This is an optimization exercise on Yosys and OpenROAD, whose aim is small area and a short achievable clock period, not a production implementation.
Function not checked in this run: the RTL went through the layout flow alone.
No activity file was given, so power comes from the tool's default toggle rates.

==> design/flow/run.sh <==
#!/bin/bash
# synth_recipe.tcl (not shown) runs the flow's synth.tcl, then flattens the netlist and writes it again
# the make line also repeats each setting of config.mk as NAME=value (left out here)
make -C /OpenROAD-flow-scripts/flow DESIGN_CONFIG=/design/flow/config.mk WORK_HOME=/design/flow/orfs CLKGATE_MAP_FILE= SYNTH_SCRIPT=/design/flow/synth_recipe.tcl finish
==> design/flow/config.mk <==
export PLATFORM = sky130hd
export DESIGN_NAME = matrix_dot_4x4
export DESIGN_NICKNAME = matrix_dot_4x4
export VERILOG_FILES = /design/flow/design.v
export SDC_FILE = /design/flow/constraint.sdc
export NUM_CORES = 4
export LEC_CHECK = 0
export CAP_MARGIN = 20
export CORE_MARGIN = 2
export CORE_UTILIZATION = 40
export SETUP_SLACK_MARGIN = 2.5
export SLEW_MARGIN = 20
export SYNTH_HIERARCHICAL = 1
==> design/flow/constraint.sdc <==
create_clock -name core_clock -period 5.0 [get_ports {clk}]
set_input_delay 1.0000 -clock core_clock [delete_from_list [all_inputs] [get_ports {clk}]]
set_output_delay 1.0000 -clock core_clock [all_outputs]
set_load 0.01 [all_outputs]
==> design/flow/design.v <==
module PE_fa (input x, input y, input z, output s, output c);
    assign s = x ^ y ^ z;
    assign c = (x & y) | (x & z) | (y & z);
endmodule
module PE_nha (input x, input y, output s, output c);
    assign s = ~(x ^ y);
    assign c = x | y;
endmodule
module PE_sel (input s1, input v1, input s2, input v2, input s3, input v3, output n);
    assign n = ~((s1 & v1) | (s2 & v2) | (s3 & v3));
endmodule
module PE_prod (
    input  [7:0] d,
    input  [7:0] m,
    input  [9:1] m3,
    output [28:0] n
);
    wire sa0_0 = d[0] & ~d[1];
    wire sb0_1 = ~d[0] & d[1];
    wire sc0_2 = d[0] & d[1];
    wire npp3 = ~(d[0] & m[0]);
    wire pn4;
    PE_sel upn4 (.s1(sa0_0), .v1(m[1]), .s2(sb0_1), .v2(m[0]), .s3(sc0_2), .v3(m3[1]), .n(pn4));
    wire pn5;
    PE_sel upn5 (.s1(sa0_0), .v1(m[2]), .s2(sb0_1), .v2(m[1]), .s3(sc0_2), .v3(m3[2]), .n(pn5));
    wire pn6;
    PE_sel upn6 (.s1(sa0_0), .v1(m[3]), .s2(sb0_1), .v2(m[2]), .s3(sc0_2), .v3(m3[3]), .n(pn6));
    wire pn7;
    PE_sel upn7 (.s1(sa0_0), .v1(m[4]), .s2(sb0_1), .v2(m[3]), .s3(sc0_2), .v3(m3[4]), .n(pn7));
    wire pn8;
    PE_sel upn8 (.s1(sa0_0), .v1(m[5]), .s2(sb0_1), .v2(m[4]), .s3(sc0_2), .v3(m3[5]), .n(pn8));
    wire pn9;
    PE_sel upn9 (.s1(sa0_0), .v1(m[6]), .s2(sb0_1), .v2(m[5]), .s3(sc0_2), .v3(m3[6]), .n(pn9));
    wire pn10;
    PE_sel upn10 (.s1(sa0_0), .v1(m[7]), .s2(sb0_1), .v2(m[6]), .s3(sc0_2), .v3(m3[7]), .n(pn10));
    wire npp11 = ~((sb0_1 & m[7]) | (sc0_2 & m3[8]));
    wire npp12 = ~(sc0_2 & m3[9]);
    wire sa1_13 = d[2] & ~d[3];
    wire sb1_14 = ~d[2] & d[3];
    wire sc1_15 = d[2] & d[3];
    wire npp16 = ~(d[2] & m[0]);
    wire pn17;
    PE_sel upn17 (.s1(sa1_13), .v1(m[1]), .s2(sb1_14), .v2(m[0]), .s3(sc1_15), .v3(m3[1]), .n(pn17));
    wire pn18;
    PE_sel upn18 (.s1(sa1_13), .v1(m[2]), .s2(sb1_14), .v2(m[1]), .s3(sc1_15), .v3(m3[2]), .n(pn18));
    wire pn19;
    PE_sel upn19 (.s1(sa1_13), .v1(m[3]), .s2(sb1_14), .v2(m[2]), .s3(sc1_15), .v3(m3[3]), .n(pn19));
    wire pn20;
    PE_sel upn20 (.s1(sa1_13), .v1(m[4]), .s2(sb1_14), .v2(m[3]), .s3(sc1_15), .v3(m3[4]), .n(pn20));
    wire pn21;
    PE_sel upn21 (.s1(sa1_13), .v1(m[5]), .s2(sb1_14), .v2(m[4]), .s3(sc1_15), .v3(m3[5]), .n(pn21));
    wire pn22;
    PE_sel upn22 (.s1(sa1_13), .v1(m[6]), .s2(sb1_14), .v2(m[5]), .s3(sc1_15), .v3(m3[6]), .n(pn22));
    wire pn23;
    PE_sel upn23 (.s1(sa1_13), .v1(m[7]), .s2(sb1_14), .v2(m[6]), .s3(sc1_15), .v3(m3[7]), .n(pn23));
    wire npp24 = ~((sb1_14 & m[7]) | (sc1_15 & m3[8]));
    wire npp25 = ~(sc1_15 & m3[9]);
    wire sa2_26 = d[4] & ~d[5];
    wire sb2_27 = ~d[4] & d[5];
    wire sc2_28 = d[4] & d[5];
    wire npp29 = ~(d[4] & m[0]);
    wire pn30;
    PE_sel upn30 (.s1(sa2_26), .v1(m[1]), .s2(sb2_27), .v2(m[0]), .s3(sc2_28), .v3(m3[1]), .n(pn30));
    wire pn31;
    PE_sel upn31 (.s1(sa2_26), .v1(m[2]), .s2(sb2_27), .v2(m[1]), .s3(sc2_28), .v3(m3[2]), .n(pn31));
    wire pn32;
    PE_sel upn32 (.s1(sa2_26), .v1(m[3]), .s2(sb2_27), .v2(m[2]), .s3(sc2_28), .v3(m3[3]), .n(pn32));
    wire pn33;
    PE_sel upn33 (.s1(sa2_26), .v1(m[4]), .s2(sb2_27), .v2(m[3]), .s3(sc2_28), .v3(m3[4]), .n(pn33));
    wire pn34;
    PE_sel upn34 (.s1(sa2_26), .v1(m[5]), .s2(sb2_27), .v2(m[4]), .s3(sc2_28), .v3(m3[5]), .n(pn34));
    wire pn35;
    PE_sel upn35 (.s1(sa2_26), .v1(m[6]), .s2(sb2_27), .v2(m[5]), .s3(sc2_28), .v3(m3[6]), .n(pn35));
    wire pn36;
    PE_sel upn36 (.s1(sa2_26), .v1(m[7]), .s2(sb2_27), .v2(m[6]), .s3(sc2_28), .v3(m3[7]), .n(pn36));
    wire npp37 = ~((sb2_27 & m[7]) | (sc2_28 & m3[8]));
    wire npp38 = ~(sc2_28 & m3[9]);
    wire sa3_39 = d[6] & ~d[7];
    wire sb3_40 = ~d[6] & d[7];
    wire sc3_41 = d[6] & d[7];
    wire npp42 = ~(d[6] & m[0]);
    wire pn43;
    PE_sel upn43 (.s1(sa3_39), .v1(m[1]), .s2(sb3_40), .v2(m[0]), .s3(sc3_41), .v3(m3[1]), .n(pn43));
    wire pn44;
    PE_sel upn44 (.s1(sa3_39), .v1(m[2]), .s2(sb3_40), .v2(m[1]), .s3(sc3_41), .v3(m3[2]), .n(pn44));
    wire pn45;
    PE_sel upn45 (.s1(sa3_39), .v1(m[3]), .s2(sb3_40), .v2(m[2]), .s3(sc3_41), .v3(m3[3]), .n(pn45));
    wire pn46;
    PE_sel upn46 (.s1(sa3_39), .v1(m[4]), .s2(sb3_40), .v2(m[3]), .s3(sc3_41), .v3(m3[4]), .n(pn46));
    wire pn47;
    PE_sel upn47 (.s1(sa3_39), .v1(m[5]), .s2(sb3_40), .v2(m[4]), .s3(sc3_41), .v3(m3[5]), .n(pn47));
    wire pn48;
    PE_sel upn48 (.s1(sa3_39), .v1(m[6]), .s2(sb3_40), .v2(m[5]), .s3(sc3_41), .v3(m3[6]), .n(pn48));
    wire pn49;
    PE_sel upn49 (.s1(sa3_39), .v1(m[7]), .s2(sb3_40), .v2(m[6]), .s3(sc3_41), .v3(m3[7]), .n(pn49));
    wire npp50 = ~((sb3_40 & m[7]) | (sc3_41 & m3[8]));
    wire npp51 = ~(sc3_41 & m3[9]);
    wire hs52, hc52;
    PE_nha uhs52 (.x(pn9), .y(pn20), .s(hs52), .c(hc52));
    wire fs53, fc53;
    PE_fa ufs53 (.x(pn10), .y(pn21), .z(pn32), .s(fs53), .c(fc53));
    wire fs54, fc54;
    PE_fa ufs54 (.x(npp11), .y(pn22), .z(pn33), .s(fs54), .c(fc54));
    wire fs55, fc55;
    PE_fa ufs55 (.x(npp12), .y(pn23), .z(pn34), .s(fs55), .c(fc55));
    wire hs56, hc56;
    PE_nha uhs56 (.x(npp24), .y(pn35), .s(hs56), .c(hc56));
    wire hs57, hc57;
    PE_nha uhs57 (.x(npp25), .y(pn36), .s(hs57), .c(hc57));
    wire hs58, hc58;
    PE_nha uhs58 (.x(pn7), .y(pn18), .s(hs58), .c(hc58));
    wire fs59, fc59;
    PE_fa ufs59 (.x(pn8), .y(pn19), .z(pn30), .s(fs59), .c(fc59));
    wire fs60, fc60;
    PE_fa ufs60 (.x(pn31), .y(npp42), .z(hs52), .s(fs60), .c(fc60));
    wire fs61, fc61;
    PE_fa ufs61 (.x(pn43), .y(hc52), .z(fs53), .s(fs61), .c(fc61));
    wire fs62, fc62;
    PE_fa ufs62 (.x(pn44), .y(fc53), .z(fs54), .s(fs62), .c(fc62));
    wire fs63, fc63;
    PE_fa ufs63 (.x(pn45), .y(fc54), .z(fs55), .s(fs63), .c(fc63));
    wire fs64, fc64;
    PE_fa ufs64 (.x(pn46), .y(fc55), .z(hs56), .s(fs64), .c(fc64));
    wire fs65, fc65;
    PE_fa ufs65 (.x(pn47), .y(hc56), .z(hs57), .s(fs65), .c(fc65));
    wire fs66, fc66;
    PE_fa ufs66 (.x(npp37), .y(pn48), .z(hc57), .s(fs66), .c(fc66));
    wire hs67, hc67;
    PE_nha uhs67 (.x(npp38), .y(pn49), .s(hs67), .c(hc67));
    assign n = {npp51, hc67, npp50, hs67, fc66, fs66, fc65, fs65, fc64, fs64, fc63, fs63, fc62, fs62, fc61, fs61, fc60, fs60, fc59, fs59, hc58, hs58, npp29, pn17, pn6, npp16, pn5, pn4, npp3};
endmodule
module PE_acc0 (
    input  [28:0] n,
    output [15:0] s
);
    wire nt0 = ~n[0];
    wire nt1 = ~n[1];
    wire an2 = n[2] & n[3];
    wire xo3 = n[2] ^ n[3];
    wire an4 = n[4] & n[5];
    wire xo5 = n[4] ^ n[5];
    wire an6 = n[6] & n[7];
    wire xo7 = n[6] ^ n[7];
    wire an8 = n[8] & n[9];
    wire xo9 = n[8] ^ n[9];
    wire an10 = n[10] & n[11];
    wire xo11 = n[10] ^ n[11];
    wire an12 = n[12] & n[13];
    wire xo13 = n[12] ^ n[13];
    wire an14 = n[14] & n[15];
    wire xo15 = n[14] ^ n[15];
    wire an16 = n[16] & n[17];
    wire xo17 = n[16] ^ n[17];
    wire an18 = n[18] & n[19];
    wire xo19 = n[18] ^ n[19];
    wire an20 = n[20] & n[21];
    wire xo21 = n[20] ^ n[21];
    wire an22 = n[22] & n[23];
    wire xo23 = n[22] ^ n[23];
    wire an24 = n[24] & n[25];
    wire xo25 = n[24] ^ n[25];
    wire an26 = n[26] & n[27];
    wire xo27 = n[26] ^ n[27];
    wire nt28 = ~n[28];
    wire or29 = n[0] | nt0;
    wire G30 = n[1] | (nt1 & or29);
    wire G31 = an4 | (xo5 & an2);
    wire an32 = xo5 & xo3;
    wire G33 = an8 | (xo9 & an6);
    wire an34 = xo9 & xo7;
    wire G35 = an12 | (xo13 & an10);
    wire an36 = xo13 & xo11;
    wire G37 = an16 | (xo17 & an14);
    wire an38 = xo17 & xo15;
    wire G39 = an20 | (xo21 & an18);
    wire an40 = xo21 & xo19;
    wire G41 = an24 | (xo25 & an22);
    wire an42 = xo25 & xo23;
    wire G43 = n[28] | (nt28 & an26);
    wire an44 = nt28 & xo27;
    wire G45 = an2 | (xo3 & G30);
    wire G46 = G31 | (an32 & G30);
    wire G47 = an10 | (xo11 & G33);
    wire an48 = xo11 & an34;
    wire G49 = G35 | (an36 & G33);
    wire an50 = an36 & an34;
    wire G51 = an18 | (xo19 & G37);
    wire an52 = xo19 & an38;
    wire G53 = G39 | (an40 & G37);
    wire an54 = an40 & an38;
    wire G55 = an26 | (xo27 & G41);
    wire an56 = xo27 & an42;
    wire G57 = G43 | (an44 & G41);
    wire an58 = an44 & an42;
    wire G59 = an6 | (xo7 & G46);
    wire G60 = G33 | (an34 & G46);
    wire G61 = G47 | (an48 & G46);
    wire G62 = G49 | (an50 & G46);
    wire G63 = an22 | (xo23 & G53);
    wire an64 = xo23 & an54;
    wire G65 = G41 | (an42 & G53);
    wire an66 = an42 & an54;
    wire G67 = G55 | (an56 & G53);
    wire an68 = an56 & an54;
    wire G69 = G57 | (an58 & G53);
    wire an70 = an58 & an54;
    wire G71 = an14 | (xo15 & G62);
    wire G72 = G37 | (an38 & G62);
    wire G73 = G51 | (an52 & G62);
    wire G74 = G53 | (an54 & G62);
    wire G75 = G63 | (an64 & G62);
    wire G76 = G65 | (an66 & G62);
    wire G77 = G67 | (an68 & G62);
    wire G78 = G69 | (an70 & G62);
    wire nt79 = ~nt0;
    wire nt80 = ~nt79;
    wire xn81 = ~(nt1 ^ or29);
    wire xn82 = ~(xo3 ^ G30);
    wire xn83 = ~(xo5 ^ G45);
    wire xn84 = ~(xo7 ^ G46);
    wire xn85 = ~(xo9 ^ G59);
    wire xn86 = ~(xo11 ^ G60);
    wire xn87 = ~(xo13 ^ G61);
    wire xn88 = ~(xo15 ^ G62);
    wire xn89 = ~(xo17 ^ G71);
    wire xn90 = ~(xo19 ^ G72);
    wire xn91 = ~(xo21 ^ G73);
    wire xn92 = ~(xo23 ^ G74);
    wire xn93 = ~(xo25 ^ G75);
    wire xn94 = ~(xo27 ^ G76);
    wire xn95 = ~(nt28 ^ G77);
    assign s = {xn95, xn94, xn93, xn92, xn91, xn90, xn89, xn88, xn87, xn86, xn85, xn84, xn83, xn82, xn81, nt80};
endmodule
module PE_acc1 (
    input  [28:0] n,
    input  [15:0] q,
    output [16:0] s
);
    wire nq0 = ~q[0];
    wire nq1 = ~q[1];
    wire nq2 = ~q[2];
    wire nq3 = ~q[3];
    wire nq4 = ~q[4];
    wire nq5 = ~q[5];
    wire nq6 = ~q[6];
    wire nq7 = ~q[7];
    wire nq8 = ~q[8];
    wire nq9 = ~q[9];
    wire nq10 = ~q[10];
    wire nq11 = ~q[11];
    wire nq12 = ~q[12];
    wire nq13 = ~q[13];
    wire nq14 = ~q[14];
    wire nq15 = ~q[15];
    wire hs16, hc16;
    PE_nha uhs16 (.x(n[2]), .y(n[3]), .s(hs16), .c(hc16));
    wire fs17, fc17;
    PE_fa ufs17 (.x(n[4]), .y(n[5]), .z(nq3), .s(fs17), .c(fc17));
    wire fs18, fc18;
    PE_fa ufs18 (.x(n[6]), .y(n[7]), .z(nq4), .s(fs18), .c(fc18));
    wire fs19, fc19;
    PE_fa ufs19 (.x(n[8]), .y(n[9]), .z(nq5), .s(fs19), .c(fc19));
    wire fs20, fc20;
    PE_fa ufs20 (.x(n[10]), .y(n[11]), .z(nq6), .s(fs20), .c(fc20));
    wire fs21, fc21;
    PE_fa ufs21 (.x(n[12]), .y(n[13]), .z(nq7), .s(fs21), .c(fc21));
    wire fs22, fc22;
    PE_fa ufs22 (.x(n[14]), .y(n[15]), .z(nq8), .s(fs22), .c(fc22));
    wire fs23, fc23;
    PE_fa ufs23 (.x(n[16]), .y(n[17]), .z(nq9), .s(fs23), .c(fc23));
    wire fs24, fc24;
    PE_fa ufs24 (.x(n[18]), .y(n[19]), .z(nq10), .s(fs24), .c(fc24));
    wire fs25, fc25;
    PE_fa ufs25 (.x(n[20]), .y(n[21]), .z(nq11), .s(fs25), .c(fc25));
    wire fs26, fc26;
    PE_fa ufs26 (.x(n[22]), .y(n[23]), .z(nq12), .s(fs26), .c(fc26));
    wire fs27, fc27;
    PE_fa ufs27 (.x(n[24]), .y(n[25]), .z(nq13), .s(fs27), .c(fc27));
    wire fs28, fc28;
    PE_fa ufs28 (.x(n[26]), .y(n[27]), .z(nq14), .s(fs28), .c(fc28));
    wire hs29, hc29;
    PE_nha uhs29 (.x(n[28]), .y(nq15), .s(hs29), .c(hc29));
    wire an30 = n[0] & nq0;
    wire xo31 = n[0] ^ nq0;
    wire an32 = n[1] & nq1;
    wire xo33 = n[1] ^ nq1;
    wire an34 = nq2 & hs16;
    wire xo35 = nq2 ^ hs16;
    wire an36 = hc16 & fs17;
    wire xo37 = hc16 ^ fs17;
    wire an38 = fc17 & fs18;
    wire xo39 = fc17 ^ fs18;
    wire an40 = fc18 & fs19;
    wire xo41 = fc18 ^ fs19;
    wire an42 = fc19 & fs20;
    wire xo43 = fc19 ^ fs20;
    wire an44 = fc20 & fs21;
    wire xo45 = fc20 ^ fs21;
    wire an46 = fc21 & fs22;
    wire xo47 = fc21 ^ fs22;
    wire an48 = fc22 & fs23;
    wire xo49 = fc22 ^ fs23;
    wire an50 = fc23 & fs24;
    wire xo51 = fc23 ^ fs24;
    wire an52 = fc24 & fs25;
    wire xo53 = fc24 ^ fs25;
    wire an54 = fc25 & fs26;
    wire xo55 = fc25 ^ fs26;
    wire an56 = fc26 & fs27;
    wire xo57 = fc26 ^ fs27;
    wire an58 = fc27 & fs28;
    wire xo59 = fc27 ^ fs28;
    wire an60 = fc28 & hs29;
    wire xo61 = fc28 ^ hs29;
    wire nt62 = ~hc29;
    wire or63 = an30 | xo31;
    wire G64 = an32 | (xo33 & or63);
    wire G65 = an36 | (xo37 & an34);
    wire an66 = xo37 & xo35;
    wire G67 = an40 | (xo41 & an38);
    wire an68 = xo41 & xo39;
    wire G69 = an44 | (xo45 & an42);
    wire an70 = xo45 & xo43;
    wire G71 = an48 | (xo49 & an46);
    wire an72 = xo49 & xo47;
    wire G73 = an52 | (xo53 & an50);
    wire an74 = xo53 & xo51;
    wire G75 = an56 | (xo57 & an54);
    wire an76 = xo57 & xo55;
    wire G77 = an60 | (xo61 & an58);
    wire an78 = xo61 & xo59;
    wire G79 = an34 | (xo35 & G64);
    wire G80 = G65 | (an66 & G64);
    wire G81 = an42 | (xo43 & G67);
    wire an82 = xo43 & an68;
    wire G83 = G69 | (an70 & G67);
    wire an84 = an70 & an68;
    wire G85 = an50 | (xo51 & G71);
    wire an86 = xo51 & an72;
    wire G87 = G73 | (an74 & G71);
    wire an88 = an74 & an72;
    wire G89 = an58 | (xo59 & G75);
    wire an90 = xo59 & an76;
    wire G91 = G77 | (an78 & G75);
    wire an92 = an78 & an76;
    wire G93 = an38 | (xo39 & G80);
    wire G94 = G67 | (an68 & G80);
    wire G95 = G81 | (an82 & G80);
    wire G96 = G83 | (an84 & G80);
    wire G97 = an54 | (xo55 & G87);
    wire an98 = xo55 & an88;
    wire G99 = G75 | (an76 & G87);
    wire an100 = an76 & an88;
    wire G101 = G89 | (an90 & G87);
    wire an102 = an90 & an88;
    wire G103 = G91 | (an92 & G87);
    wire an104 = an92 & an88;
    wire G105 = an46 | (xo47 & G96);
    wire G106 = G71 | (an72 & G96);
    wire G107 = G85 | (an86 & G96);
    wire G108 = G87 | (an88 & G96);
    wire G109 = G97 | (an98 & G96);
    wire G110 = G99 | (an100 & G96);
    wire G111 = G101 | (an102 & G96);
    wire G112 = G103 | (an104 & G96);
    wire G113 = hc29 | (nt62 & G112);
    wire nt114 = ~xo31;
    wire nt115 = ~nt114;
    wire xn116 = ~(xo33 ^ or63);
    wire xn117 = ~(xo35 ^ G64);
    wire xn118 = ~(xo37 ^ G79);
    wire xn119 = ~(xo39 ^ G80);
    wire xn120 = ~(xo41 ^ G93);
    wire xn121 = ~(xo43 ^ G94);
    wire xn122 = ~(xo45 ^ G95);
    wire xn123 = ~(xo47 ^ G96);
    wire xn124 = ~(xo49 ^ G105);
    wire xn125 = ~(xo51 ^ G106);
    wire xn126 = ~(xo53 ^ G107);
    wire xn127 = ~(xo55 ^ G108);
    wire xn128 = ~(xo57 ^ G109);
    wire xn129 = ~(xo59 ^ G110);
    wire xn130 = ~(xo61 ^ G111);
    wire xn131 = ~(nt62 ^ G112);
    assign s = {xn131, xn130, xn129, xn128, xn127, xn126, xn125, xn124, xn123, xn122, xn121, xn120, xn119, xn118, xn117, xn116, nt115};
endmodule
module PE_acc2 (
    input  [28:0] n,
    input  [16:0] q,
    output [17:0] s
);
    wire nq0 = ~q[0];
    wire nq1 = ~q[1];
    wire nq2 = ~q[2];
    wire nq3 = ~q[3];
    wire nq4 = ~q[4];
    wire nq5 = ~q[5];
    wire nq6 = ~q[6];
    wire nq7 = ~q[7];
    wire nq8 = ~q[8];
    wire nq9 = ~q[9];
    wire nq10 = ~q[10];
    wire nq11 = ~q[11];
    wire nq12 = ~q[12];
    wire nq13 = ~q[13];
    wire nq14 = ~q[14];
    wire nq15 = ~q[15];
    wire nq16 = ~q[16];
    wire hs17, hc17;
    PE_nha uhs17 (.x(n[2]), .y(n[3]), .s(hs17), .c(hc17));
    wire fs18, fc18;
    PE_fa ufs18 (.x(n[4]), .y(n[5]), .z(nq3), .s(fs18), .c(fc18));
    wire fs19, fc19;
    PE_fa ufs19 (.x(n[6]), .y(n[7]), .z(nq4), .s(fs19), .c(fc19));
    wire fs20, fc20;
    PE_fa ufs20 (.x(n[8]), .y(n[9]), .z(nq5), .s(fs20), .c(fc20));
    wire fs21, fc21;
    PE_fa ufs21 (.x(n[10]), .y(n[11]), .z(nq6), .s(fs21), .c(fc21));
    wire fs22, fc22;
    PE_fa ufs22 (.x(n[12]), .y(n[13]), .z(nq7), .s(fs22), .c(fc22));
    wire fs23, fc23;
    PE_fa ufs23 (.x(n[14]), .y(n[15]), .z(nq8), .s(fs23), .c(fc23));
    wire fs24, fc24;
    PE_fa ufs24 (.x(n[16]), .y(n[17]), .z(nq9), .s(fs24), .c(fc24));
    wire fs25, fc25;
    PE_fa ufs25 (.x(n[18]), .y(n[19]), .z(nq10), .s(fs25), .c(fc25));
    wire fs26, fc26;
    PE_fa ufs26 (.x(n[20]), .y(n[21]), .z(nq11), .s(fs26), .c(fc26));
    wire fs27, fc27;
    PE_fa ufs27 (.x(n[22]), .y(n[23]), .z(nq12), .s(fs27), .c(fc27));
    wire fs28, fc28;
    PE_fa ufs28 (.x(n[24]), .y(n[25]), .z(nq13), .s(fs28), .c(fc28));
    wire fs29, fc29;
    PE_fa ufs29 (.x(n[26]), .y(n[27]), .z(nq14), .s(fs29), .c(fc29));
    wire hs30, hc30;
    PE_nha uhs30 (.x(n[28]), .y(nq15), .s(hs30), .c(hc30));
    wire an31 = n[0] & nq0;
    wire xo32 = n[0] ^ nq0;
    wire an33 = n[1] & nq1;
    wire xo34 = n[1] ^ nq1;
    wire an35 = nq2 & hs17;
    wire xo36 = nq2 ^ hs17;
    wire an37 = hc17 & fs18;
    wire xo38 = hc17 ^ fs18;
    wire an39 = fc18 & fs19;
    wire xo40 = fc18 ^ fs19;
    wire an41 = fc19 & fs20;
    wire xo42 = fc19 ^ fs20;
    wire an43 = fc20 & fs21;
    wire xo44 = fc20 ^ fs21;
    wire an45 = fc21 & fs22;
    wire xo46 = fc21 ^ fs22;
    wire an47 = fc22 & fs23;
    wire xo48 = fc22 ^ fs23;
    wire an49 = fc23 & fs24;
    wire xo50 = fc23 ^ fs24;
    wire an51 = fc24 & fs25;
    wire xo52 = fc24 ^ fs25;
    wire an53 = fc25 & fs26;
    wire xo54 = fc25 ^ fs26;
    wire an55 = fc26 & fs27;
    wire xo56 = fc26 ^ fs27;
    wire an57 = fc27 & fs28;
    wire xo58 = fc27 ^ fs28;
    wire an59 = fc28 & fs29;
    wire xo60 = fc28 ^ fs29;
    wire an61 = fc29 & hs30;
    wire xo62 = fc29 ^ hs30;
    wire an63 = nq16 & hc30;
    wire xo64 = nq16 ^ hc30;
    wire or65 = an31 | xo32;
    wire G66 = an33 | (xo34 & or65);
    wire G67 = an37 | (xo38 & an35);
    wire an68 = xo38 & xo36;
    wire G69 = an41 | (xo42 & an39);
    wire an70 = xo42 & xo40;
    wire G71 = an45 | (xo46 & an43);
    wire an72 = xo46 & xo44;
    wire G73 = an49 | (xo50 & an47);
    wire an74 = xo50 & xo48;
    wire G75 = an53 | (xo54 & an51);
    wire an76 = xo54 & xo52;
    wire G77 = an57 | (xo58 & an55);
    wire an78 = xo58 & xo56;
    wire G79 = an61 | (xo62 & an59);
    wire an80 = xo62 & xo60;
    wire G81 = an35 | (xo36 & G66);
    wire G82 = G67 | (an68 & G66);
    wire G83 = an43 | (xo44 & G69);
    wire an84 = xo44 & an70;
    wire G85 = G71 | (an72 & G69);
    wire an86 = an72 & an70;
    wire G87 = an51 | (xo52 & G73);
    wire an88 = xo52 & an74;
    wire G89 = G75 | (an76 & G73);
    wire an90 = an76 & an74;
    wire G91 = an59 | (xo60 & G77);
    wire an92 = xo60 & an78;
    wire G93 = G79 | (an80 & G77);
    wire an94 = an80 & an78;
    wire G95 = an39 | (xo40 & G82);
    wire G96 = G69 | (an70 & G82);
    wire G97 = G83 | (an84 & G82);
    wire G98 = G85 | (an86 & G82);
    wire G99 = an55 | (xo56 & G89);
    wire an100 = xo56 & an90;
    wire G101 = G77 | (an78 & G89);
    wire an102 = an78 & an90;
    wire G103 = G91 | (an92 & G89);
    wire an104 = an92 & an90;
    wire G105 = G93 | (an94 & G89);
    wire an106 = an94 & an90;
    wire G107 = an47 | (xo48 & G98);
    wire G108 = G73 | (an74 & G98);
    wire G109 = G87 | (an88 & G98);
    wire G110 = G89 | (an90 & G98);
    wire G111 = G99 | (an100 & G98);
    wire G112 = G101 | (an102 & G98);
    wire G113 = G103 | (an104 & G98);
    wire G114 = G105 | (an106 & G98);
    wire G115 = an63 | (xo64 & G114);
    wire nt116 = ~xo32;
    wire nt117 = ~nt116;
    wire xn118 = ~(xo34 ^ or65);
    wire xn119 = ~(xo36 ^ G66);
    wire xn120 = ~(xo38 ^ G81);
    wire xn121 = ~(xo40 ^ G82);
    wire xn122 = ~(xo42 ^ G95);
    wire xn123 = ~(xo44 ^ G96);
    wire xn124 = ~(xo46 ^ G97);
    wire xn125 = ~(xo48 ^ G98);
    wire xn126 = ~(xo50 ^ G107);
    wire xn127 = ~(xo52 ^ G108);
    wire xn128 = ~(xo54 ^ G109);
    wire xn129 = ~(xo56 ^ G110);
    wire xn130 = ~(xo58 ^ G111);
    wire xn131 = ~(xo60 ^ G112);
    wire xn132 = ~(xo62 ^ G113);
    wire xn133 = ~(xo64 ^ G114);
    wire nt134 = ~G115;
    assign s = {nt134, xn133, xn132, xn131, xn130, xn129, xn128, xn127, xn126, xn125, xn124, xn123, xn122, xn121, xn120, xn119, xn118, nt117};
endmodule
module PE_acc3 (
    input  [28:0] n,
    input  [17:0] q,
    output [17:0] s
);
    wire nq0 = ~q[0];
    wire nq1 = ~q[1];
    wire nq2 = ~q[2];
    wire nq3 = ~q[3];
    wire nq4 = ~q[4];
    wire nq5 = ~q[5];
    wire nq6 = ~q[6];
    wire nq7 = ~q[7];
    wire nq8 = ~q[8];
    wire nq9 = ~q[9];
    wire nq10 = ~q[10];
    wire nq11 = ~q[11];
    wire nq12 = ~q[12];
    wire nq13 = ~q[13];
    wire nq14 = ~q[14];
    wire nq15 = ~q[15];
    wire nq16 = ~q[16];
    wire nq17 = ~q[17];
    wire hs18, hc18;
    PE_nha uhs18 (.x(n[2]), .y(n[3]), .s(hs18), .c(hc18));
    wire fs19, fc19;
    PE_fa ufs19 (.x(n[4]), .y(n[5]), .z(nq3), .s(fs19), .c(fc19));
    wire fs20, fc20;
    PE_fa ufs20 (.x(n[6]), .y(n[7]), .z(nq4), .s(fs20), .c(fc20));
    wire fs21, fc21;
    PE_fa ufs21 (.x(n[8]), .y(n[9]), .z(nq5), .s(fs21), .c(fc21));
    wire fs22, fc22;
    PE_fa ufs22 (.x(n[10]), .y(n[11]), .z(nq6), .s(fs22), .c(fc22));
    wire fs23, fc23;
    PE_fa ufs23 (.x(n[12]), .y(n[13]), .z(nq7), .s(fs23), .c(fc23));
    wire fs24, fc24;
    PE_fa ufs24 (.x(n[14]), .y(n[15]), .z(nq8), .s(fs24), .c(fc24));
    wire fs25, fc25;
    PE_fa ufs25 (.x(n[16]), .y(n[17]), .z(nq9), .s(fs25), .c(fc25));
    wire fs26, fc26;
    PE_fa ufs26 (.x(n[18]), .y(n[19]), .z(nq10), .s(fs26), .c(fc26));
    wire fs27, fc27;
    PE_fa ufs27 (.x(n[20]), .y(n[21]), .z(nq11), .s(fs27), .c(fc27));
    wire fs28, fc28;
    PE_fa ufs28 (.x(n[22]), .y(n[23]), .z(nq12), .s(fs28), .c(fc28));
    wire fs29, fc29;
    PE_fa ufs29 (.x(n[24]), .y(n[25]), .z(nq13), .s(fs29), .c(fc29));
    wire fs30, fc30;
    PE_fa ufs30 (.x(n[26]), .y(n[27]), .z(nq14), .s(fs30), .c(fc30));
    wire hs31, hc31;
    PE_nha uhs31 (.x(n[28]), .y(nq15), .s(hs31), .c(hc31));
    wire an32 = n[0] & nq0;
    wire xo33 = n[0] ^ nq0;
    wire an34 = n[1] & nq1;
    wire xo35 = n[1] ^ nq1;
    wire an36 = nq2 & hs18;
    wire xo37 = nq2 ^ hs18;
    wire an38 = hc18 & fs19;
    wire xo39 = hc18 ^ fs19;
    wire an40 = fc19 & fs20;
    wire xo41 = fc19 ^ fs20;
    wire an42 = fc20 & fs21;
    wire xo43 = fc20 ^ fs21;
    wire an44 = fc21 & fs22;
    wire xo45 = fc21 ^ fs22;
    wire an46 = fc22 & fs23;
    wire xo47 = fc22 ^ fs23;
    wire an48 = fc23 & fs24;
    wire xo49 = fc23 ^ fs24;
    wire an50 = fc24 & fs25;
    wire xo51 = fc24 ^ fs25;
    wire an52 = fc25 & fs26;
    wire xo53 = fc25 ^ fs26;
    wire an54 = fc26 & fs27;
    wire xo55 = fc26 ^ fs27;
    wire an56 = fc27 & fs28;
    wire xo57 = fc27 ^ fs28;
    wire an58 = fc28 & fs29;
    wire xo59 = fc28 ^ fs29;
    wire an60 = fc29 & fs30;
    wire xo61 = fc29 ^ fs30;
    wire an62 = fc30 & hs31;
    wire xo63 = fc30 ^ hs31;
    wire an64 = nq16 & hc31;
    wire xo65 = nq16 ^ hc31;
    wire nt66 = ~nq17;
    wire or67 = an32 | xo33;
    wire G68 = an34 | (xo35 & or67);
    wire G69 = an38 | (xo39 & an36);
    wire an70 = xo39 & xo37;
    wire G71 = an42 | (xo43 & an40);
    wire an72 = xo43 & xo41;
    wire G73 = an46 | (xo47 & an44);
    wire an74 = xo47 & xo45;
    wire G75 = an50 | (xo51 & an48);
    wire an76 = xo51 & xo49;
    wire G77 = an54 | (xo55 & an52);
    wire an78 = xo55 & xo53;
    wire G79 = an58 | (xo59 & an56);
    wire an80 = xo59 & xo57;
    wire G81 = an62 | (xo63 & an60);
    wire an82 = xo63 & xo61;
    wire G83 = nq17 | (nt66 & an64);
    wire an84 = nt66 & xo65;
    wire G85 = an36 | (xo37 & G68);
    wire G86 = G69 | (an70 & G68);
    wire G87 = an44 | (xo45 & G71);
    wire an88 = xo45 & an72;
    wire G89 = G73 | (an74 & G71);
    wire an90 = an74 & an72;
    wire G91 = an52 | (xo53 & G75);
    wire an92 = xo53 & an76;
    wire G93 = G77 | (an78 & G75);
    wire an94 = an78 & an76;
    wire G95 = an60 | (xo61 & G79);
    wire an96 = xo61 & an80;
    wire G97 = G81 | (an82 & G79);
    wire an98 = an82 & an80;
    wire G99 = an40 | (xo41 & G86);
    wire G100 = G71 | (an72 & G86);
    wire G101 = G87 | (an88 & G86);
    wire G102 = G89 | (an90 & G86);
    wire G103 = an56 | (xo57 & G93);
    wire an104 = xo57 & an94;
    wire G105 = G79 | (an80 & G93);
    wire an106 = an80 & an94;
    wire G107 = G95 | (an96 & G93);
    wire an108 = an96 & an94;
    wire G109 = G97 | (an98 & G93);
    wire an110 = an98 & an94;
    wire G111 = an48 | (xo49 & G102);
    wire G112 = G75 | (an76 & G102);
    wire G113 = G91 | (an92 & G102);
    wire G114 = G93 | (an94 & G102);
    wire G115 = G103 | (an104 & G102);
    wire G116 = G105 | (an106 & G102);
    wire G117 = G107 | (an108 & G102);
    wire G118 = G109 | (an110 & G102);
    wire G119 = an64 | (xo65 & G118);
    wire G120 = G83 | (an84 & G118);
    wire nt121 = ~xo33;
    wire nt122 = ~nt121;
    wire xn123 = ~(xo35 ^ or67);
    wire xn124 = ~(xo37 ^ G68);
    wire xn125 = ~(xo39 ^ G85);
    wire xn126 = ~(xo41 ^ G86);
    wire xn127 = ~(xo43 ^ G99);
    wire xn128 = ~(xo45 ^ G100);
    wire xn129 = ~(xo47 ^ G101);
    wire xn130 = ~(xo49 ^ G102);
    wire xn131 = ~(xo51 ^ G111);
    wire xn132 = ~(xo53 ^ G112);
    wire xn133 = ~(xo55 ^ G113);
    wire xn134 = ~(xo57 ^ G114);
    wire xn135 = ~(xo59 ^ G115);
    wire xn136 = ~(xo61 ^ G116);
    wire xn137 = ~(xo63 ^ G117);
    wire xn138 = ~(xo65 ^ G118);
    wire xn139 = ~(nt66 ^ G119);
    assign s = {xn139, xn138, xn137, xn136, xn135, xn134, xn133, xn132, xn131, xn130, xn129, xn128, xn127, xn126, xn125, xn124, xn123, nt122};
endmodule
module PE_x3 (
    input  [7:0] v,
    output [9:1] y
);
    wire an0 = v[1] & v[0];
    wire an1 = v[2] & v[1];
    wire an2 = v[3] & v[2];
    wire an3 = v[4] & v[3];
    wire an4 = v[5] & v[4];
    wire an5 = v[6] & v[5];
    wire an6 = v[7] & v[6];
    wire xo7 = v[1] ^ v[0];
    wire xo8 = v[2] ^ v[1];
    wire xo9 = v[3] ^ v[2];
    wire xo10 = v[4] ^ v[3];
    wire xo11 = v[5] ^ v[4];
    wire xo12 = v[6] ^ v[5];
    wire xo13 = v[7] ^ v[6];
    wire an14 = xo7 & v[0];
    wire G15 = an2 | (xo9 & an1);
    wire an16 = xo9 & xo8;
    wire G17 = an4 | (xo11 & an3);
    wire an18 = xo11 & xo10;
    wire G19 = an6 | (xo13 & an5);
    wire an20 = xo13 & xo12;
    wire G21 = an1 | (xo8 & an0);
    wire an22 = xo8 & an14;
    wire G23 = G15 | (an16 & an0);
    wire an24 = an16 & an14;
    wire G25 = an5 | (xo12 & G17);
    wire an26 = xo12 & an18;
    wire G27 = G19 | (an20 & G17);
    wire an28 = an20 & an18;
    wire G29 = an3 | (xo10 & G23);
    wire an30 = xo10 & an24;
    wire G31 = G17 | (an18 & G23);
    wire an32 = an18 & an24;
    wire G33 = G25 | (an26 & G23);
    wire an34 = an26 & an24;
    wire G35 = G27 | (an28 & G23);
    wire an36 = an28 & an24;
    wire an37 = v[7] & G35;
    wire an38 = v[7] & an36;
    wire xo39 = xo8 ^ an0;
    wire xo40 = xo9 ^ G21;
    wire xo41 = xo10 ^ G23;
    wire xo42 = xo11 ^ G29;
    wire xo43 = xo12 ^ G31;
    wire xo44 = xo13 ^ G33;
    wire xo45 = v[7] ^ G35;
    assign y = {an37, xo45, xo44, xo43, xo42, xo41, xo40, xo39, xo7};
endmodule
module matrix_dot_4x4 (
    input clk,
    input reset,
    input [7:0] A_in_0, A_in_1, A_in_2, A_in_3,
    input [7:0] B_in_0, B_in_1, B_in_2, B_in_3,
    output [31:0] C_out_00, C_out_01, C_out_02, C_out_03,
    output [31:0] C_out_10, C_out_11, C_out_12, C_out_13,
    output [31:0] C_out_20, C_out_21, C_out_22, C_out_23,
    output [31:0] C_out_30, C_out_31, C_out_32, C_out_33
);
    reg [7:0] a0_0, a0_1, a0_2;
    reg [9:1] xa0_0, xa0_1, xa0_2;
    reg [7:0] a1_0, a1_1, a1_2;
    reg [9:1] xa1_0, xa1_1, xa1_2;
    reg [7:0] a2_0, a2_1, a2_2;
    reg [9:1] xa2_0, xa2_1, xa2_2;
    reg [7:0] a3_0, a3_1, a3_2;
    reg [9:1] xa3_0, xa3_1, xa3_2;
    reg [7:0] b0_0, b0_1, b0_2;
    reg [7:0] b1_0, b1_1, b1_2;
    reg [7:0] b2_0, b2_1, b2_2;
    reg [7:0] b3_0, b3_1, b3_2;
    reg [9:1] xb0_0, xb0_1, xb0_2;
    wire [9:1] a3n0;
    PE_x3 ua3n0 (.v(A_in_0), .y(a3n0));
    wire [9:1] a3n1;
    PE_x3 ua3n1 (.v(A_in_1), .y(a3n1));
    wire [9:1] a3n2;
    PE_x3 ua3n2 (.v(A_in_2), .y(a3n2));
    wire [9:1] a3n3;
    PE_x3 ua3n3 (.v(A_in_3), .y(a3n3));
    wire [9:1] b3n0;
    PE_x3 ub3n0 (.v(B_in_0), .y(b3n0));
    always @(posedge clk) begin
        a0_0 <= A_in_0; a0_1 <= a0_0; a0_2 <= a0_1;
        xa0_0 <= a3n0; xa0_1 <= xa0_0; xa0_2 <= xa0_1;
        a1_0 <= A_in_1; a1_1 <= a1_0; a1_2 <= a1_1;
        xa1_0 <= a3n1; xa1_1 <= xa1_0; xa1_2 <= xa1_1;
        a2_0 <= A_in_2; a2_1 <= a2_0; a2_2 <= a2_1;
        xa2_0 <= a3n2; xa2_1 <= xa2_0; xa2_2 <= xa2_1;
        a3_0 <= A_in_3; a3_1 <= a3_0; a3_2 <= a3_1;
        xa3_0 <= a3n3; xa3_1 <= xa3_0; xa3_2 <= xa3_1;
        b0_0 <= B_in_0; b0_1 <= b0_0; b0_2 <= b0_1;
        b1_0 <= B_in_1; b1_1 <= b1_0; b1_2 <= b1_1;
        b2_0 <= B_in_2; b2_1 <= b2_0; b2_2 <= b2_1;
        b3_0 <= B_in_3; b3_1 <= b3_0; b3_2 <= b3_1;
        xb0_0 <= b3n0; xb0_1 <= xb0_0; xb0_2 <= xb0_1;
    end
    wire [28:0] n00;
    reg  [28:0] m00;
    wire [15:0] s00;
    reg  [15:0] q00;
    PE_prod p00 (.d(A_in_0), .m(B_in_0), .m3(b3n0), .n(n00));
    PE_acc0 e00 (.n(m00), .s(s00));
    wire [28:0] n01;
    reg  [28:0] m01;
    wire [16:0] s01;
    reg  [16:0] q01;
    PE_prod p01 (.d(B_in_1), .m(a0_0), .m3(xa0_0), .n(n01));
    PE_acc1 e01 (.n(m01), .q(q00), .s(s01));
    wire [28:0] n02;
    reg  [28:0] m02;
    wire [17:0] s02;
    reg  [17:0] q02;
    PE_prod p02 (.d(B_in_2), .m(a0_1), .m3(xa0_1), .n(n02));
    PE_acc2 e02 (.n(m02), .q(q01), .s(s02));
    wire [28:0] n03;
    reg  [28:0] m03;
    wire [17:0] s03;
    reg  [17:0] q03;
    PE_prod p03 (.d(B_in_3), .m(a0_2), .m3(xa0_2), .n(n03));
    PE_acc3 e03 (.n(m03), .q(q02), .s(s03));
    wire [28:0] n10;
    reg  [28:0] m10;
    wire [15:0] s10;
    reg  [15:0] q10;
    PE_prod p10 (.d(A_in_1), .m(b0_0), .m3(xb0_0), .n(n10));
    PE_acc0 e10 (.n(m10), .s(s10));
    wire [28:0] n11;
    reg  [28:0] m11;
    wire [16:0] s11;
    reg  [16:0] q11;
    PE_prod p11 (.d(b1_0), .m(a1_0), .m3(xa1_0), .n(n11));
    PE_acc1 e11 (.n(m11), .q(q10), .s(s11));
    wire [28:0] n12;
    reg  [28:0] m12;
    wire [17:0] s12;
    reg  [17:0] q12;
    PE_prod p12 (.d(b2_0), .m(a1_1), .m3(xa1_1), .n(n12));
    PE_acc2 e12 (.n(m12), .q(q11), .s(s12));
    wire [28:0] n13;
    reg  [28:0] m13;
    wire [17:0] s13;
    reg  [17:0] q13;
    PE_prod p13 (.d(b3_0), .m(a1_2), .m3(xa1_2), .n(n13));
    PE_acc3 e13 (.n(m13), .q(q12), .s(s13));
    wire [28:0] n20;
    reg  [28:0] m20;
    wire [15:0] s20;
    reg  [15:0] q20;
    PE_prod p20 (.d(A_in_2), .m(b0_1), .m3(xb0_1), .n(n20));
    PE_acc0 e20 (.n(m20), .s(s20));
    wire [28:0] n21;
    reg  [28:0] m21;
    wire [16:0] s21;
    reg  [16:0] q21;
    PE_prod p21 (.d(b1_1), .m(a2_0), .m3(xa2_0), .n(n21));
    PE_acc1 e21 (.n(m21), .q(q20), .s(s21));
    wire [28:0] n22;
    reg  [28:0] m22;
    wire [17:0] s22;
    reg  [17:0] q22;
    PE_prod p22 (.d(b2_1), .m(a2_1), .m3(xa2_1), .n(n22));
    PE_acc2 e22 (.n(m22), .q(q21), .s(s22));
    wire [28:0] n23;
    reg  [28:0] m23;
    wire [17:0] s23;
    reg  [17:0] q23;
    PE_prod p23 (.d(b3_1), .m(a2_2), .m3(xa2_2), .n(n23));
    PE_acc3 e23 (.n(m23), .q(q22), .s(s23));
    wire [28:0] n30;
    reg  [28:0] m30;
    wire [15:0] s30;
    reg  [15:0] q30;
    PE_prod p30 (.d(A_in_3), .m(b0_2), .m3(xb0_2), .n(n30));
    PE_acc0 e30 (.n(m30), .s(s30));
    wire [28:0] n31;
    reg  [28:0] m31;
    wire [16:0] s31;
    reg  [16:0] q31;
    PE_prod p31 (.d(b1_2), .m(a3_0), .m3(xa3_0), .n(n31));
    PE_acc1 e31 (.n(m31), .q(q30), .s(s31));
    wire [28:0] n32;
    reg  [28:0] m32;
    wire [17:0] s32;
    reg  [17:0] q32;
    PE_prod p32 (.d(b2_2), .m(a3_1), .m3(xa3_1), .n(n32));
    PE_acc2 e32 (.n(m32), .q(q31), .s(s32));
    wire [28:0] n33;
    reg  [28:0] m33;
    wire [17:0] s33;
    reg  [17:0] q33;
    PE_prod p33 (.d(b3_2), .m(a3_2), .m3(xa3_2), .n(n33));
    PE_acc3 e33 (.n(m33), .q(q32), .s(s33));
    always @(posedge clk) begin
        m00 <= n00; m01 <= n01; m02 <= n02; m03 <= n03;
        q00 <= s00; q01 <= s01; q02 <= s02; q03 <= s03;
        m10 <= n10; m11 <= n11; m12 <= n12; m13 <= n13;
        q10 <= s10; q11 <= s11; q12 <= s12; q13 <= s13;
        m20 <= n20; m21 <= n21; m22 <= n22; m23 <= n23;
        q20 <= s20; q21 <= s21; q22 <= s22; q23 <= s23;
        m30 <= n30; m31 <= n31; m32 <= n32; m33 <= n33;
        q30 <= s30; q31 <= s31; q32 <= s32; q33 <= s33;
    end
    assign C_out_00 = {16'd0, q00};
    assign C_out_01 = {15'd0, q01};
    assign C_out_02 = {14'd0, q02};
    assign C_out_03 = {14'd0, q03};
    assign C_out_10 = {16'd0, q10};
    assign C_out_11 = {15'd0, q11};
    assign C_out_12 = {14'd0, q12};
    assign C_out_13 = {14'd0, q13};
    assign C_out_20 = {16'd0, q20};
    assign C_out_21 = {15'd0, q21};
    assign C_out_22 = {14'd0, q22};
    assign C_out_23 = {14'd0, q23};
    assign C_out_30 = {16'd0, q30};
    assign C_out_31 = {15'd0, q31};
    assign C_out_32 = {14'd0, q32};
    assign C_out_33 = {14'd0, q33};
endmodule
==> run notes <==
number of global-route vias before repair=~37k; post-synthesis cell area=a little under 0.06 sq mm; worst reg2reg startpoint=q12[9]; synthesized instance count=approximately 5.5k; Mean Syn Cell Area=approximately 11 sq um; clk root buf=clkbuf_16; critical path startpoint category=input pin; hold slack=roughly 0.36 ns; max-cap violations=0; Vias=~38k; LEAKAGE=0.0287 uW; std cell rows=140; chip height=~390 um; Worst Min Path Start=m20[1]; outcome=finished clean; Congestion Overflow GR=0; flops & latches, synth=1,067; crit-path cells=buf_8 -> buf_6 -> ha_4 -> a21o_1 -> a21o_1 -> fa_2 -> buf_6 -> a222oi_1 -> inv_1 -> ha_4 -> inv_2 -> fa_2; Crit. End Element=flop; CP Max Fanout=3; die width=387 um; register area share after synthesis=between 30% and 40%; first-pass GRT wire length=between 200,000 and 250,000 um; final setup TNS=0 ns; core outline area=0.146 sq mm; fin nets=a little over 6k; worst skew pair latency=roughly 0.75 ns; final worst path period need=3.03 ns; largest net degree at the start of global routing=17; DRC=0; final design utilization=~45%; detailed placer's ending HPWL=roughly 110,000 um; period utilization=60.5%; WL final=~150,000 um; Syn. warnings=7; die area=~0.15 sq mm; via/cell ratio=between 5 and 6; met3 routed WL=approximately 12,000 um; PD cells=around 750 mW/mm^2; Area Growth Syn to Fin=11.3%; commonest cells after routing, fill and taps aside=dfxtp_1, inv_1, a222oi_1; clock sink total=1,067; TritonCTS clock tree=built; critical path launch point=B_in_0[1]; f_max=~330 MHz; 1st-iter DRT viols=5,480; Max Clock Skew=approximately 0.067 ns; Cell variety after synth=65; CP max stage delay=roughly 0.51 ns; initial antenna violation count=23; critical path class=in2reg; final cell count without fillers=between 7k and 8k; ys async rst share=0%; Ports=roughly 580; Routed met1 length=between 60,000 and 70,000 um; Pins Over Slew Limit=0; Starting Density=40.2%; GP Congestion=roughly 0.9; Routed Antenna Nets=0; CTS Hold Bufs=0; WL/cell=about 20 um; Worst slew margin=about 57%; DR pass1 iterations=16; RSZ-0062 raised after global routing=true; total CTS buffers=~120; CP max-delay cell=fa_2; GRT Total Usage=18.9%; number of synthesized flops with an enable pin=0; dpl cells=6,984; top layer in use=met5; most common cell after layout, fill and taps aside=dfxtp_1; routed wl met2=68,700 um; PortBufs=340; CTS H-Tree Depth=3; Fin. Hold Viols=0; Hold WC Path Type=reg2reg; Critical Path AT=roughly 3.7 ns; worst vdd ir=469 uV; Main synth FF type=dfxtp_1; Setup-failing EPs final=0; clock slew at reported path FFs=~0.060 ns; Worst-Margin Slew=between 0.6 and 0.7 ns; Max clock buf depth=3; share of cells above drive strength 1=a little under a fifth; Worst EP required=about 5.7 ns
[power by group]
group,switching (uW),internal [uW],leakage [uW]
combinational,13500,13700,0.0178
clock,3590,5480,0.00201
sequential,1780,11200,0.00898
total,18900,30300,0.0287
[routing by layer]
| layer | global-route usage, % | vias up |
|---|---|---|
| met5 | 0 | - |
| met4 | 7.29 | 24 |
| met1 | 24.0 | 18300 |
| met2 | 30.9 | 1626 |
| met3 | 4.65 | 278 |
| li1 | - | 17500 |
[cell type report]
| type | instances | area, sq um |
|---|---|---|
| multi-input cells | 2895 | 30000 |
| fillers | 13700 | 80400 |
| clock inverters | 57 | 813 |
| clock buffers | 159 | 3290 |
| diodes | 2 | 5.00 |
| well taps | 1917 | 2400 |
| inverters | 757 | 2840 |
| repair buffers | 502 | 4300 |
| flip-flops and latches | 1067 | 21600 |
[Yosys stat by module, one instance, submodules excluded]
| module | area [sq um] | copies in the design | flip-flops and latches |
|---|---|---|---|
| PE_acc1 | 920 | 4 | 0 |
| PE_nha | 27.5 | 104 | 0 |
| PE_prod | 388 | 16 | 0 |
| PE_acc2 | 903 | 4 | 0 |
| PE_acc3 | 857 | 4 | 0 |
| PE_fa | 20.0 | 320 | 0 |
| PE_sel | 10.0 | 448 | 0 |
| PE_acc0 | 733 | 4 | 0 |
| PE_x3 | 360 | 5 | 0 |
| matrix_dot_4x4 | 23100 | 1 | 1067 |
[worst max-delay path, delay by kind of cell]
family,cells,cell delay [ns]
AOI/OAI and AO/OA,3,0.72
buffers and inverters,5,0.52
adders and majority gates,4,1.45
[Yosys cell counts, types with 9 or more instances]
library cell     n  area [sq um]
dfxtp_1       1067         21400
buf_4         1021          7660
inv_1          757          2840
a222oi_1       448          4480
fa_1           394          7890
ha_1           380          4750
nand2_1        260           976
xnor2_1        113           990
a21oi_1         89           445
nor2b_1         84           526
and2_1          76           475
and2b_1         68           510
o21ai_0         65           325
mux2_1          64           721
nor2_1          64           240
a21o_1          63           473
nand2b_1        45           282
xor2_1          38           333
nand3_1         36           180
nor3_1          29           145
nand4_1         24           150
a21oi_2         20           175
or2_2           20           125
or3_1           17           106
o211ai_1        16           120
o21bai_1        16           120
o211ai_2        13           163
a311oi_1        12           105
o21a_1          12          90.1
o21ai_2         12           105
a211oi_1         9          67.6
o2111a_1         9           101
o221ai_1         9          78.8
[per-stage QoR]
stage	total power [uW]	worst slack (ns)	instance area, sq um
final	49200	1.97	65200
after global routing	53000	1.93	65200
after CTS	46800	2.01	63900
after detailed placement	35500	0.626	58300
after global placement	35200	0.652	58300
after floorplan	35500	1.31	60200
[worst paths after layout]
path                            cells past startpoint  slack (ns)  endpoint
worst max-delay path                               12        1.97   m00[11]
worst min-delay path                                1        0.36    q20[1]
worst max register to register                     11        2.20   q13[16]
worst min register to register                      1        0.36    q20[1]
[what timing repair did]
item                                    4_1_cts  5_1_grt
endpoints found under the hold margin         0        0
buffers inserted                             98       56
resized for setup                           676      260
endpoints found under the setup margin      396      144
pin swaps                                   127      122
cloned                                        0        0
[logic make-up (layout without fill, tap and decap cells)]
logic type / count (synthesis) / in the layout / synth area share, %
and+or+nand+nor: 776 / 776 / 7.08
other: 1 / 238 / 0.00640
adders and majority gates: 774 / 774 / 21.6
AOI/OAI and AO/OA: 890 / 890 / 13.3
xor gates and xnor gates: 151 / 151 / 2.26
DFF: 1067 / 1067 / 36.5
buffers and inverters: 1782 / 1475 / 18.0
muxes: 68 / 68 / 1.30

## re-timing with driven ports
How much do the figures lean on ideal ports? The routed layout below was timed once more, with nothing changed but the port constraints. Step 1 sets driving cells, clkbuf_16 on the clock port and buf_2 on the other inputs (assumed; they add their load-dependent delay and slew). Step 2 moves the port delays by t, midway between the first and last clock arrival at a register: inputs arrive t later, outputs are due t later. That takes back most of the time a late clock gives input paths. Three values: ideal ports, drivers, drivers and shift; two values: the first two.
t, ns: 0.789
setup WS [ns]: 1.973 / 2.007 / 1.218
cell pins on the clock port's net: 1
After both steps this run still meets setup and hold. The setup slack of this run moves by +0.034 ns with the drivers and by -0.755 ns with both steps.
